From an optimization exercise on the open Yosys and OpenROAD flow, aimed at small area; shortcuts taken in it are not production practice. Where RTL was checked, it was by simulation tests only, not by an equivalence proof against the original. No activity file was given, so power comes from the tool's default toggle rates. The flow treats the clock pin as an ideal source, which a real chip does not have.

## tpu
module tpu #(parameter N = 4, parameter K = 8) (
    input  logic s_clk,
    input  logic s_rst_n,
    input  logic s_update,
    input  logic s_in,
    output logic s_out
);
export LEC_CHECK = 0
export CAP_MARGIN = 20
export CORE_MARGIN = 2
export CORE_UTILIZATION = 40
export PLACE_DENSITY = 0.6
export SLEW_MARGIN = 20
create_clock -name core_clock -period 6.0 [get_ports {s_clk}]
standard.sh (not shown) runs the stock make flow with config.mk's settings and CLKGATE_MAP_FILE= SYNTH_SCRIPT=/design/flow/synth_recipe.tcl, a recipe that flattens the netlist after the stock synthesis.
==> flow/flow/run.sh <==
#!/bin/bash
# The standard layout, with the clock tree built without dummy loads.
set -euo pipefail
bash standard.sh finish \
  "CTS_ARGS=-sink_clustering_enable -repair_clock_nets -dont_use_dummy_load -sink_clustering_size 30 -sink_clustering_max_diameter 70 -buf_list sky130_fd_sc_hd__clkbuf_16 -root_buf sky130_fd_sc_hd__clkbuf_8 -tree_buf sky130_fd_sc_hd__clkbuf_8" \
  > make_finish.log 2>&1
The starting point ran to the end with no violations.
Rerun with:
==> flow/flow/run.sh (replaced) <==
#!/bin/bash
# The standard layout, with the clock tree built without dummy loads.
set -euo pipefail
bash standard.sh finish \
  "CTS_ARGS=-sink_clustering_enable -repair_clock_nets -dont_use_dummy_load -sink_clustering_size 36 -sink_clustering_max_diameter 90 -buf_list sky130_fd_sc_hd__clkbuf_16 -root_buf sky130_fd_sc_hd__clkbuf_8 -tree_buf sky130_fd_sc_hd__clkbuf_8" \
  > make_finish.log 2>&1
Outcome:
- The changed run completed with no timing, DRC or antenna violations
- global-route usage stays flat
- worst hold slack gets better by 0.046 ns
- die area stays the same
- synthesized area does not change
- cell count shrinks by 0.34%
- cell area shrinks by 0.73%
- sequential share of layout area rises by 0.59 points
- clock-buffer cell count came out lower by 10

========
Setup of violet:
Another version of the RTL of tpu (not shown whole).
For scale: ~1600 cells after synthesis, ~5 I/O pins, roughly 0.040 sq mm of cells after synthesis.
clock: 6.0 ns
lec_check: 0
cap_margin: 20
core_margin: 2
core_utilization: 40
gpl_timing_driven: 0
place_density: 0.6
slew_margin: 20
==> flow/flow/run.sh <==
#!/bin/bash
# The standard layout, with the clock tree built without dummy loads.
set -euo pipefail
bash standard.sh finish \
  "CTS_ARGS=-sink_clustering_enable -repair_clock_nets -dont_use_dummy_load -sink_clustering_size 32 -sink_clustering_max_diameter 80 -buf_list sky130_fd_sc_hd__clkbuf_16" \
  > make_finish.log 2>&1
violet did not stop at any stage, and its layout met the timing, DRC and antenna checks.
The inputs of willow differ from those of violet as listed below.
Settings: clearing GPL_TIMING_DRIVEN, which used to be 0.
==> flow/flow/run.sh <==
#!/bin/bash
# The standard layout, with the clock tree built without dummy loads.
set -euo pipefail
bash standard.sh finish \
  "CTS_ARGS=-sink_clustering_enable -repair_clock_nets -dont_use_dummy_load -sink_clustering_size 32 -sink_clustering_max_diameter 80 -buf_list sky130_fd_sc_hd__clkbuf_16 -root_buf sky130_fd_sc_hd__clkbuf_8 -tree_buf sky130_fd_sc_hd__clkbuf_8" \
  > make_finish.log 2>&1
Findings:
- Largest fanout of any net on the critical path (higher): violet
- Compared to violet, the routing of willow uses less wire.
- The final reports for willow and violet show diode insertion count for antenna repair higher in the former.
- willow — worst max-slew margin expressed relative to the limit 3.0 points lower, violet as reference
- Looking at design area across willow and violet, the one that comes out higher is violet.
- [willow] register-to-register slack rose 0.18 ns relative to violet
- Compared to violet, willow has met2 usage 0.61 points lower.
- Compared with violet, the detailed router inserted fewer vias in willow.
The inputs of xenon differ from those of willow as listed below.
Settings: CORE_UTILIZATION now 60, was 40; PLACE_DENSITY now 0.75, was 0.6.
==> flow/flow/run.sh <==
#!/bin/bash
# The standard layout, with the clock tree built without dummy loads.
set -euo pipefail
bash standard.sh finish \
  "CTS_ARGS=-sink_clustering_enable -repair_clock_nets -dont_use_dummy_load -sink_clustering_size 32 -sink_clustering_max_diameter 80 -buf_list sky130_fd_sc_hd__clkbuf_16" \
  > make_finish.log 2>&1
Results
- Looking at class of the most critical setup path, the flip-flop to flip-flop result is from xenon; the flip-flop to output port one comes from willow.
- A launching instance or port of the critical path of rsel[1] is what willow shows, while cnt[2] belongs to xenon.
- In xenon the met1 layer usage reported by global route turned out 7.5 points higher than in willow.
- Sort willow and xenon by first-pass GRT wire length, ascending, and willow comes first.
- xenon ended with less global placer's final weighted congestion than willow.
- Compared to willow, the routing of xenon uses more wire.
- Number of clock buffers in the layout delta for xenon relative to willow: 3.9% lower
- Clock skew in xenon vs willow: down 0.019 ns
- Shortest period the worst path allows in xenon is 0.15 ns higher than in willow
Input-level comparison between quartz and xenon:
Settings: PLACE_DENSITY changed from 0.75 to 0.7; CORE_UTILIZATION changed from 60 to 50.
==> summary.txt <==
quartz went all the way through synthesis, placement and routing and the layout is clean on timing, DRC and antenna. From xenon to quartz the numbers moved as follows: final critical-path required period -0.046 ns; internal power closely matched the old numbers; initial DRC count fell by about 1%; sum of negative setup slack closely matched the old numbers. quartz vs xenon — cell area reported after detailed placement climbed slightly. STATUS area of the die: quartz loses against xenon. Looking at die span in x, quartz sits above xenon. Overall power after layout delta (xenon -> quartz): insignificant.
Here is what was changed in the inputs of ember compared with quartz.
Settings: CORE_UTILIZATION now 40, was 50; PLACE_DENSITY now 0.6, was 0.7.
==> flow/flow/run.sh <==
#!/bin/bash
# The standard layout, with the clock tree built without dummy loads.
set -euo pipefail
bash standard.sh finish \
  "CTS_ARGS=-sink_clustering_enable -repair_clock_nets -dont_use_dummy_load -sink_clustering_size 30 -sink_clustering_max_diameter 90 -buf_list sky130_fd_sc_hd__clkbuf_16" \
  > make_finish.log 2>&1
## What came out
ember ended with less utilization than quartz. Final layout net count: ember vs quartz — no meaningful difference. Of ember and quartz, it is ember that has the higher internal power. Headroom to the max-slew limit: lower on ember. Cmp ember vs quartz: setup slack higher in ember. ember finished every step from synthesis to the final layout, and the layout passed the timing, DRC and antenna checks. The lower setup skew after layout came out of quartz. Area used by multi-input combinational logic of quartz is on par with ember.

========
== job 8376 ==
tpu, a different RTL version from the one above (not shown whole).
Size: about 40000 µm² of cells after synthesis.
Settings: LEC_CHECK=0, CAP_MARGIN=20, CORE_MARGIN=2, CORE_UTILIZATION=40, CTS_BUF_LIST=sky130_fd_sc_hd__clkbuf_4 sky130_fd_sc_hd__clkbuf_8, CTS_CLUSTER_DIAMETER=40, CTS_CLUSTER_SIZE=10, PLACE_DENSITY=0.6, SLEW_MARGIN=20; clock period 6.0 ns.
run.sh (not shown) runs the stock make flow with config.mk's settings and CLKGATE_MAP_FILE= SYNTH_SCRIPT=/design/flow/synth_recipe.tcl, a recipe that flattens the netlist after the stock synthesis.
Stock flow here: none of the scripts above is used.
The inputs of job 1880 differ from those of job 8376 as listed below.
- CTS_CLUSTER_SIZE no longer set, was 10
- CTS_CLUSTER_DIAMETER no longer set, was 40
- CTS_BUF_LIST no longer set, was sky130_fd_sc_hd__clkbuf_4 sky130_fd_sc_hd__clkbuf_8
==> flow/flow/run.sh (new file) <==
#!/bin/bash
# The standard layout, with the clock tree built without dummy loads.
set -euo pipefail
bash standard.sh finish \
  "CTS_ARGS=-sink_clustering_enable -repair_clock_nets -dont_use_dummy_load -sink_clustering_size 8 -sink_clustering_max_diameter 40 -buf_list sky130_fd_sc_hd__clkbuf_4" \
  > make_finish.log 2>&1
==> flow/standard.sh (new file) <==
#!/bin/bash
# synth_recipe.tcl (not shown) runs the flow's synth.tcl, then flattens the netlist and writes it again
# the make line also repeats each setting of config.mk as NAME=value (left out here)
make -C /OpenROAD-flow-scripts/flow DESIGN_CONFIG=/design/flow/config.mk WORK_HOME=/design/flow/orfs CLKGATE_MAP_FILE= SYNTH_SCRIPT=/design/flow/synth_recipe.tcl "${@:-finish}"
removed: flow/run.sh
### Flow results
- Final critical-path required period delta for job 1880 relative to job 8376: 0.24 ns higher
- The lower count of clock-buffer cells in the layout of job 1880 and job 8376 is in job 1880.
- Fraction of power consumed by sequential logic on job 1880 is up relative to job 8376.
- NOTE final design instance area without fill job 8376->job 1880 decreased by a few percent
Modified inputs, job 7446 compared to job 1880
==> flow/flow/run.sh <==
#!/bin/bash
# The standard layout, with the clock tree built without dummy loads.
set -euo pipefail
bash standard.sh finish \
  "CTS_ARGS=-sink_clustering_enable -repair_clock_nets -dont_use_dummy_load -sink_clustering_size 32 -sink_clustering_max_diameter 80 -buf_list sky130_fd_sc_hd__clkbuf_16" \
  > make_finish.log 2>&1
## What came out
Job 7446 against job 1880: number of synthesized flops with an enable pin ~0 delta, setup slack +0.38 ns, number of buffers added by the clock tree synthesis step -about 70%. Delta (job 7446 minus job 1880): cell area down 0.42%, average wire per cell in the routed design decreased by about 0.5% relative to the old numbers. In the tables for job 1880 and job 7446, cell count reads lower with job 7446.
What job 8077 does differently from job 7446 at the input level:
- an added CTS_BUF_LIST of sky130_fd_sc_hd__clkbuf_8
- an added CTS_CLUSTER_SIZE of 16
- an added CTS_CLUSTER_DIAMETER of 60
==> flow/run.sh (new file) <==
#!/bin/bash
# synth_recipe.tcl (not shown) runs the flow's synth.tcl, then flattens the netlist and writes it again
# the make line also repeats each setting of config.mk as NAME=value (left out here)
make -C /OpenROAD-flow-scripts/flow DESIGN_CONFIG=/design/flow/config.mk WORK_HOME=/design/flow/orfs CLKGATE_MAP_FILE= SYNTH_SCRIPT=/design/flow/synth_recipe.tcl finish
removed: flow/flow/run.sh
removed: flow/standard.sh
## What came out
Minimum period implied by the final worst setup slack came out higher on job 8077 than on job 7446.
Job 8077 falls short of job 7446 in switching power of the nets.
On fmax, the lower figure sits with job 8077, not job 7446.
Relative to job 7446, the clock tree cell share of total cell area of job 8077 is higher by 1.2 points.
| share of total power in the clock network | higher: job 8077 |
Setup changes, job 8077 to job 5941
- CTS_CLUSTER_DIAMETER: 60 -> unset
- CTS_BUF_LIST: sky130_fd_sc_hd__clkbuf_8 -> unset
- CTS_CLUSTER_SIZE: 16 -> unset
==> flow/flow/run.sh (new file) <==
#!/bin/bash
# The standard layout, with the clock tree built without dummy loads.
set -euo pipefail
bash standard.sh finish \
  "CTS_ARGS=-sink_clustering_enable -repair_clock_nets -dont_use_dummy_load -sink_clustering_size 16 -sink_clustering_max_diameter 60 -buf_list sky130_fd_sc_hd__clkbuf_8" \
  > make_finish.log 2>&1
==> flow/standard.sh (new file) <==
#!/bin/bash
# synth_recipe.tcl (not shown) runs the flow's synth.tcl, then flattens the netlist and writes it again
# the make line also repeats each setting of config.mk as NAME=value (left out here)
make -C /OpenROAD-flow-scripts/flow DESIGN_CONFIG=/design/flow/config.mk WORK_HOME=/design/flow/orfs CLKGATE_MAP_FILE= SYNTH_SCRIPT=/design/flow/synth_recipe.tcl "${@:-finish}"
removed: flow/run.sh
As far as headroom to the max-slew limit is concerned, job 5941 and job 8077 perform about the same.
Final-layout worst hold slack: job 5941 lower than job 8077
Diff job 8077 -> job 5941 | top achievable clock speed | increase of about 1.6%
The via count of the first global-routing pass number comes out higher for job 8077 vs job 5941.
Going from job 8077 to job 5941, routed length on met3 shrinks by 40 µm.
The routed wire length of job 5941 was superior to that of job 8077.
Global-route track usage on met3 essentially unchanged between job 8077 and job 5941.
When the final numbers for job 8077 and job 5941 were put side by side, the utilization turned out to be smaller in job 5941.
| critical path data arrival time | lower: job 5941 |
Compared with job 8077, in job 5941 setup slack on the worst flop-to-flop path lower; sequential share of layout area increased 0.85 points.
Relative to job 5941, the following input files were edited for job 2242:
- SLEW_MARGIN now 0, was 20
- CAP_MARGIN now 0, was 20
==> flow/flow/run.sh <==
#!/bin/bash
# The standard layout, with the clock tree built without dummy loads.
set -euo pipefail
bash standard.sh finish \
  "CTS_ARGS=-sink_clustering_enable -repair_clock_nets -dont_use_dummy_load -sink_clustering_size 20 -sink_clustering_max_diameter 50 -buf_list sky130_fd_sc_hd__clkbuf_8" \
  > make_finish.log 2>&1
Job 5941: no failed stages, no open violations at the end. Job 2242 did not stop at any stage, and its layout met the timing, DRC and antenna checks. When job 2242 is measured against job 5941, its least setup slack across all paths after layout turns out 0.033 ns lower. The overall track demand over capacity in global routing on job 5941 is in line with that on job 2242. Post-layout total power ended up about 1% higher on job 2242 than on job 5941. Compared with job 5941, in job 2242 proportion of total power due to net switching flat, achievable clock frequency down about 0.75%, count of cell types in the netlist held, global-route wire length before repair about even.
No run of this note included a check of the RTL's function; only the layout flow was run.

-- afterwards: timing with drivers on the ports --
How much do the figures lean on ideal ports? The routed layouts below were timed once more, with nothing changed but the port constraints. Step 1: set_driving_cell puts a clkbuf_16 on s_clk and a buf_2 on each other input, an assumption about the parent block. Step 2 moves the port delays by t, midway between the first and last clock arrival at a register: inputs arrive t later, outputs are due t later. That takes back most of the time a late clock gives input paths. a / b / c = ideal ports / drivers / drivers and shift; a / b = the first two.
| run | t (ns) | setup slack, ns | worst register clock-pin slew, ns |
|---|---|---|---|
| the first run of note 1 | 0.784 | 0.770 / 0.715 / 1.500 | 0.11 / 0.11 |
| the second run of note 1 | 0.748 | 0.782 / 0.724 / 1.473 | 0.12 / 0.12 |
| violet | 0.645 | 1.562 / 1.562 / 1.562 | 0.11 / 0.11 |
| willow | 0.781 | 1.743 / 1.684 / 1.743 | 0.11 / 0.11 |
| xenon | 0.643 | 1.590 / 1.590 / 1.590 | 0.12 / 0.12 |
| quartz | 0.671 | 1.635 / 1.635 / 1.635 | 0.11 / 0.11 |
| ember | 0.659 | 1.791 / 1.791 / 1.791 | 0.11 / 0.11 |
| job 8376 | 0.837 | 1.589 / 1.529 / 1.488 | 0.07 / 0.07 |
| job 1880 | 1.016 | 1.348 / 1.289 / 1.441 | 0.09 / 0.09 |
| job 7446 | 0.657 | 1.724 / 1.662 / 1.513 | 0.12 / 0.12 |
| job 8077 | 0.792 | 1.598 / 1.538 / 1.477 | 0.10 / 0.10 |
| job 5941 | 0.741 | 1.666 / 1.607 / 1.482 | 0.10 / 0.10 |
| job 2242 | 0.766 | 1.634 / 1.574 / 1.472 | 0.11 / 0.11 |
After both steps every run listed still meets setup and hold. For job 7446, which loses most, drivers alone change the setup slack by -0.062 ns; drivers and shift together by -0.211 ns.
